Background: an optimization exercise with open tools, aiming at small area, a short achievable clock period and few clock cycles. Do not read the settings as production practice. At most, simulation tests tie the RTL to the original design; equivalence was not proved.

// sha256_reduced
module sha256_reduced (
    input  logic        clk,
    input  logic        rst_n,
    input  logic        enable,
    input  logic [7:0]  data_in,
    input  logic        data_valid,
    input  logic        end_of_file,
    output logic        ready,
    output logic [31:0] hash_out,
    output logic        hash_valid
);
Size in the first run: about 1700 flip-flops, roughly 0.074 mm² of cells after synthesis.
==> flow/config.mk <==
export PLATFORM = sky130hd
export DESIGN_NAME = sha256_reduced
export DESIGN_NICKNAME = sha256_reduced
export VERILOG_FILES = /design/flow/design.v
export SDC_FILE = /design/flow/constraint.sdc
export NUM_CORES = 8
export LEC_CHECK = 0
export CAP_MARGIN = 20
export CORE_MARGIN = 2
export CORE_UTILIZATION = 65
export CTS_CLUSTER_DIAMETER = 100
export CTS_CLUSTER_SIZE = 25
export SLEW_MARGIN = 20
export SYNTH_MEMORY_MAX_BITS = 4096
==> flow/constraint.sdc <==
create_clock -name core_clock -period 15.0 [get_ports {clk}]
set_input_delay 3.0000 -clock core_clock [delete_from_list [all_inputs] [get_ports {clk}]]
set_output_delay 3.0000 -clock core_clock [all_outputs]
set_load 0.01 [all_outputs]
standard.sh (not shown) runs the stock make flow with config.mk's settings and CLKGATE_MAP_FILE= SYNTH_SCRIPT=/design/flow/synth_recipe.tcl, a recipe that flattens the netlist after the stock synthesis.
==> flow/flow/run.sh <==
#!/bin/bash
# Standard synthesis, then the standard flow's own layout with two changes: timing repair
# gets a larger setup margin, so that it keeps working past the constraint's
# period, and the port buffers are plain buffers (sky130_fd_sc_hd__buf_2)
# instead of the delay cells that buffer_ports picks by default.
set -euo pipefail
bash standard.sh synth > synth.log 2>&1
bash standard.sh SETUP_SLACK_MARGIN=10.6 TNS_END_PERCENT=100 \
  "BUFFER_PORTS_ARGS=-buffer_cell sky130_fd_sc_hd__buf_2" finish > layout.log 2>&1
Testbench counts at the start, summed over its fixed seeds: cycles 20,365.
==> next run, changes <==
- CORE_UTILIZATION: 65 -> 60
After rerunning: Sequential share of layout area fell by 0.28 points; non-clock buffer count rose by 19; design area rose by 0.47%; fmax fell by 0.94%; routed wire length rose by 2.4%; utilization fell by 5.2 points; final cell count rose by 1.7%; setup slack is worse by 0.042 ns; global-route usage fell by 2.4 points; clock skew fell by 0.012 ns.
==> next run, changes <==
--- a/flow/flow/run.sh
+++ b/flow/flow/run.sh
@@ -8 +8 @@
-bash standard.sh SETUP_SLACK_MARGIN=10.6 TNS_END_PERCENT=100 \
+bash standard.sh SETUP_SLACK_MARGIN=10.7 TNS_END_PERCENT=100 \
Outcome:
- register-to-register slack gets better by 0.16 ns
- core utilization is higher by 0.47 points
- worst setup slack gains 0.16 ns
- cell area grows slightly
- non-clock buffer count is higher by 29
- wire length is higher slightly
==> next run, changes <==
- CORE_UTILIZATION: 60 -> 57
After rerunning:
- final cell count goes up by about 1.1%
- via count goes down by about 0.8%
- die area goes up by about 5%
- non-clock buffer count goes down by 21
- global-route usage goes down by 1.7 points
- sequential share of layout area goes up by 0.23 points
- design area goes down by about 0.5%
- routed wire length is about the same
- clock-buffer cell count goes down by 2
==> next run, changes <==
- CORE_UTILIZATION: 57 -> 65
- PLACE_DENSITY: default -> 0.8
What happened: The new run produced a clean layout. Clock skew is about the same. Die area goes down by 12%. Worst hold slack is better by 0.0050 ns. Sequential share of layout area stays flat. Worst setup slack is worse by 0.052 ns. Global-route usage goes up by 3.1 points.
==> next run, changes <==
- CORE_UTILIZATION: 65 -> 62
- PLACE_DENSITY: 0.8 -> default
Outcome: Fmax went up by 0.89%. Cell count went up by 0.65%. Hold slack got worse by 0.021 ns. Wire length went up by 0.84%. Non-clock buffer count went up by 20. Global-route usage went down by 1.1 points. Synthesized cell count stays the same. Design area hardly moves. Synthesized area stays the same.


build 96:
Another version of the RTL of sha256_reduced (not shown whole).
Size: roughly 6100 cells after synthesis, about 1700 flip-flops, about 47 I/O pins, roughly 74000 um2 of cells after synthesis.
clock: 15.0 ns
lec_check: 0
cap_margin: 20
core_margin: 2
core_utilization: 55
cts_cluster_diameter: 100
cts_cluster_size: 25
slew_margin: 20
synth_memory_max_bits: 4096
==> flow/flow/run.sh <==
#!/bin/bash
# Standard synthesis, then the standard flow's own layout with two changes: timing repair
# gets a larger setup margin, so that it keeps working past the constraint's
# period, and the port buffers are plain buffers (sky130_fd_sc_hd__buf_2)
# instead of the delay cells that buffer_ports picks by default.
set -euo pipefail
bash standard.sh synth > synth.log 2>&1
bash standard.sh SETUP_SLACK_MARGIN=10.7 TNS_END_PERCENT=100 \
  "BUFFER_PORTS_ARGS=-buffer_cell sky130_fd_sc_hd__buf_2" finish > layout.log 2>&1
Relative to build 96, the following input files were edited for build 30:
--- a/flow/config.mk
+++ b/flow/config.mk
@@ -8,5 +8,5 @@
 export CAP_MARGIN = 20
 export CORE_MARGIN = 2
-export CORE_UTILIZATION = 55
+export CORE_UTILIZATION = 60
 export CTS_CLUSTER_DIAMETER = 100
 export CTS_CLUSTER_SIZE = 25
### Flow results
- Non-clock buffer count (build 30 over build 96): decrease, 8.3%
- Against build 96, final non-filler cell area in build 30 fell slightly.
- Looking at setup slack of the critical path after layout, build 30 sits 0.017 ns higher than build 96 does.
- Build 30 ended with more maximum fanout along the worst path than build 96.
- Looking at initial antenna violation count, build 30 sits 2 below build 96.
- | maximum operating frequency | build 30 vs build 96 | about 0.4% higher |
- Looking only at number of global-route vias before repair, and setting everything else aside, the higher value of build 96 and build 30 goes to build 30.
- Die size: build 30 is under build 96
- Comparing count of clock buffers in the final design for build 96 and build 30, the bigger number came from build 30.
- In build 30, the final cell count came out 2.0% below the value in build 96.
- For final cycle utilization of the critical path, build 96 and build 30 come out practically identical.
> inputs changed (build 30 -> build 17)
--- a/flow/config.mk
+++ b/flow/config.mk
@@ -8,5 +8,5 @@
 export CAP_MARGIN = 20
 export CORE_MARGIN = 2
-export CORE_UTILIZATION = 60
+export CORE_UTILIZATION = 65
 export CTS_CLUSTER_DIAMETER = 100
 export CTS_CLUSTER_SIZE = 25
Build 17 completed end to end with timing, DRC and antenna clean. Diff build 17..build 30 | synthesized cell count | negligible. Looking at non-clock buffer count, build 17 sits 3 above build 30. Comparing the two runs side by side, build 17 comes out ahead of build 30 on detailed placement HPWL. Critical path depth down 1 in build 17 wrt build 30.
No run of this note included a check of the RTL's function; only the layout flow was run.


sha256_reduced, a different RTL version from the one above (not shown whole).
For scale: roughly 6,700 cells after synthesis, roughly 1,700 flip-flops, roughly 47 I/O pins, ~0.074 mm^2 of cells after synthesis.
export LEC_CHECK = 0
export CAP_MARGIN = 20
export CORE_MARGIN = 2
export CORE_UTILIZATION = 65
export CTS_CLUSTER_DIAMETER = 100
export CTS_CLUSTER_SIZE = 25
export SLEW_MARGIN = 20
export SYNTH_MEMORY_MAX_BITS = 4096
create_clock -name core_clock -period 15.0 [get_ports {clk}]
==> flow/flow/run.sh <==
#!/bin/bash
# Standard synthesis, then the standard flow's own layout with two changes: timing repair
# gets a larger setup margin, so that it keeps working past the constraint's
# period, and the port buffers are plain buffers (sky130_fd_sc_hd__buf_2)
# instead of the delay cells that buffer_ports picks by default.
set -euo pipefail
bash standard.sh synth > synth.log 2>&1
bash standard.sh SETUP_SLACK_MARGIN=10.7 TNS_END_PERCENT=100 SKIP_BUFFER_REMOVAL=1 \
  "BUFFER_PORTS_ARGS=-buffer_cell sky130_fd_sc_hd__buf_2" finish > layout.log 2>&1
Testbench counts at the start, summed over its fixed seeds: cycles 20,554.
==> next run, changes <==
--- a/flow/flow/run.sh
+++ b/flow/flow/run.sh
@@ -6,4 +6,4 @@
 set -euo pipefail
 bash standard.sh synth > synth.log 2>&1
-bash standard.sh SETUP_SLACK_MARGIN=10.7 TNS_END_PERCENT=100 SKIP_BUFFER_REMOVAL=1 \
+bash standard.sh SETUP_SLACK_MARGIN=10.7 TNS_END_PERCENT=100 \
   "BUFFER_PORTS_ARGS=-buffer_cell sky130_fd_sc_hd__buf_2" finish > layout.log 2>&1
Outcome: Synthesized cell count does not change; non-clock buffer count is unchanged; setup slack stays the same; hold slack is unchanged.


sha256_reduced, a different RTL version from the one above (not shown whole).
For scale: ~6800 cells after synthesis, about 1700 flip-flops, ~47 I/O pins, about 74000 um2 of cells after synthesis.
==> flow/config.mk <==
export PLATFORM = sky130hd
export DESIGN_NAME = sha256_reduced
export DESIGN_NICKNAME = sha256_reduced
export VERILOG_FILES = /design/flow/design.v
export SDC_FILE = /design/flow/constraint.sdc
export NUM_CORES = 8
export LEC_CHECK = 0
export CAP_MARGIN = 20
export CORE_MARGIN = 2
export CORE_UTILIZATION = 65
export CTS_CLUSTER_DIAMETER = 100
export CTS_CLUSTER_SIZE = 25
export SLEW_MARGIN = 20
export SYNTH_MEMORY_MAX_BITS = 4096
==> flow/constraint.sdc <==
create_clock -name core_clock -period 15.0 [get_ports {clk}]
set_input_delay 3.0000 -clock core_clock [delete_from_list [all_inputs] [get_ports {clk}]]
set_output_delay 3.0000 -clock core_clock [all_outputs]
set_load 0.01 [all_outputs]
==> flow/flow/run.sh <==
#!/bin/bash
# Standard synthesis, then the standard flow's own layout with two changes: timing repair
# gets a larger setup margin, so that it keeps working past the constraint's
# period, and the port buffers are plain buffers (sky130_fd_sc_hd__buf_2)
# instead of the delay cells that buffer_ports picks by default.
set -euo pipefail
bash standard.sh synth > synth.log 2>&1
bash standard.sh SETUP_SLACK_MARGIN=10.7 TNS_END_PERCENT=100 \
  "BUFFER_PORTS_ARGS=-buffer_cell sky130_fd_sc_hd__buf_2" finish > layout.log 2>&1
The starting point finished with timing, DRC and antenna clean.
Testbench counts at the start, summed over its fixed seeds: cycles 20,554.
Edit:
--- a/flow/config.mk
+++ b/flow/config.mk
@@ -11,4 +11,5 @@
 export CTS_CLUSTER_DIAMETER = 100
 export CTS_CLUSTER_SIZE = 25
+export PLACE_DENSITY = 0.8
 export SLEW_MARGIN = 20
 export SYNTH_MEMORY_MAX_BITS = 4096
What happened: The new run produced a clean layout; clock-buffer cell count increases by 13; flip-flop and latch count stays the same; final area stays flat.

-- what the ideal ports hide --
The flow's constraints put no driver on any port. The routed layouts listed below were extracted and timed again, unchanged, in two steps.
Step 1, drivers: a clkbuf_16 drives clk and a buf_2 each remaining input, both assumed.
Step 2, shift: input delay + t, output delay - t, t = (earliest + latest rising clock arrival at the registers) / 2. This alone moves slack from input paths to output paths.
Slacks: no drivers / after step 1 / after step 2; pairs: no drivers / after step 1.
| run | t, ns | setup WS [ns] | worst hold slack (ns) |
|---|---|---|---|
| the first run of note 1 | 0.778 | 10.555 / 10.545 / 10.555 | 0.324 / 0.324 / 0.324 |
| the second run of note 1 | 0.782 | 10.512 / 10.512 / 10.512 | 0.320 / 0.320 / 0.320 |
| the third run of note 1 | 0.796 | 10.674 / 10.644 / 10.674 | 0.313 / 0.313 / 0.313 |
| the fourth run of note 1 | 0.782 | 10.604 / 10.592 / 10.604 | 0.319 / 0.319 / 0.319 |
| the fifth run of note 1 | 0.780 | 10.552 / 10.552 / 10.552 | 0.324 / 0.324 / 0.324 |
| the sixth run of note 1 | 0.770 | 10.591 / 10.575 / 10.591 | 0.304 / 0.304 / 0.304 |
| build 96 | 0.794 | 10.580 / 10.580 / 10.580 | 0.314 / 0.314 / 0.314 |
| build 30 | 0.784 | 10.597 / 10.597 / 10.597 | 0.309 / 0.309 / 0.309 |
| build 17 | 0.773 | 10.574 / 10.574 / 10.574 | 0.314 / 0.314 / 0.314 |
| the first run of note 3 | 0.765 | 10.600 / 10.519 / 10.612 | 0.312 / 0.312 / 0.312 |
| the second run of note 3 | 0.765 | 10.600 / 10.519 / 10.612 | 0.312 / 0.312 / 0.312 |
| the first run of note 4 | 0.790 | 10.650 / 10.639 / 10.650 | 0.314 / 0.314 / 0.314 |
| the second run of note 4 | 0.764 | 10.666 / 10.666 / 10.666 | 0.306 / 0.306 / 0.306 |
After both steps setup and hold are still met in every run listed.
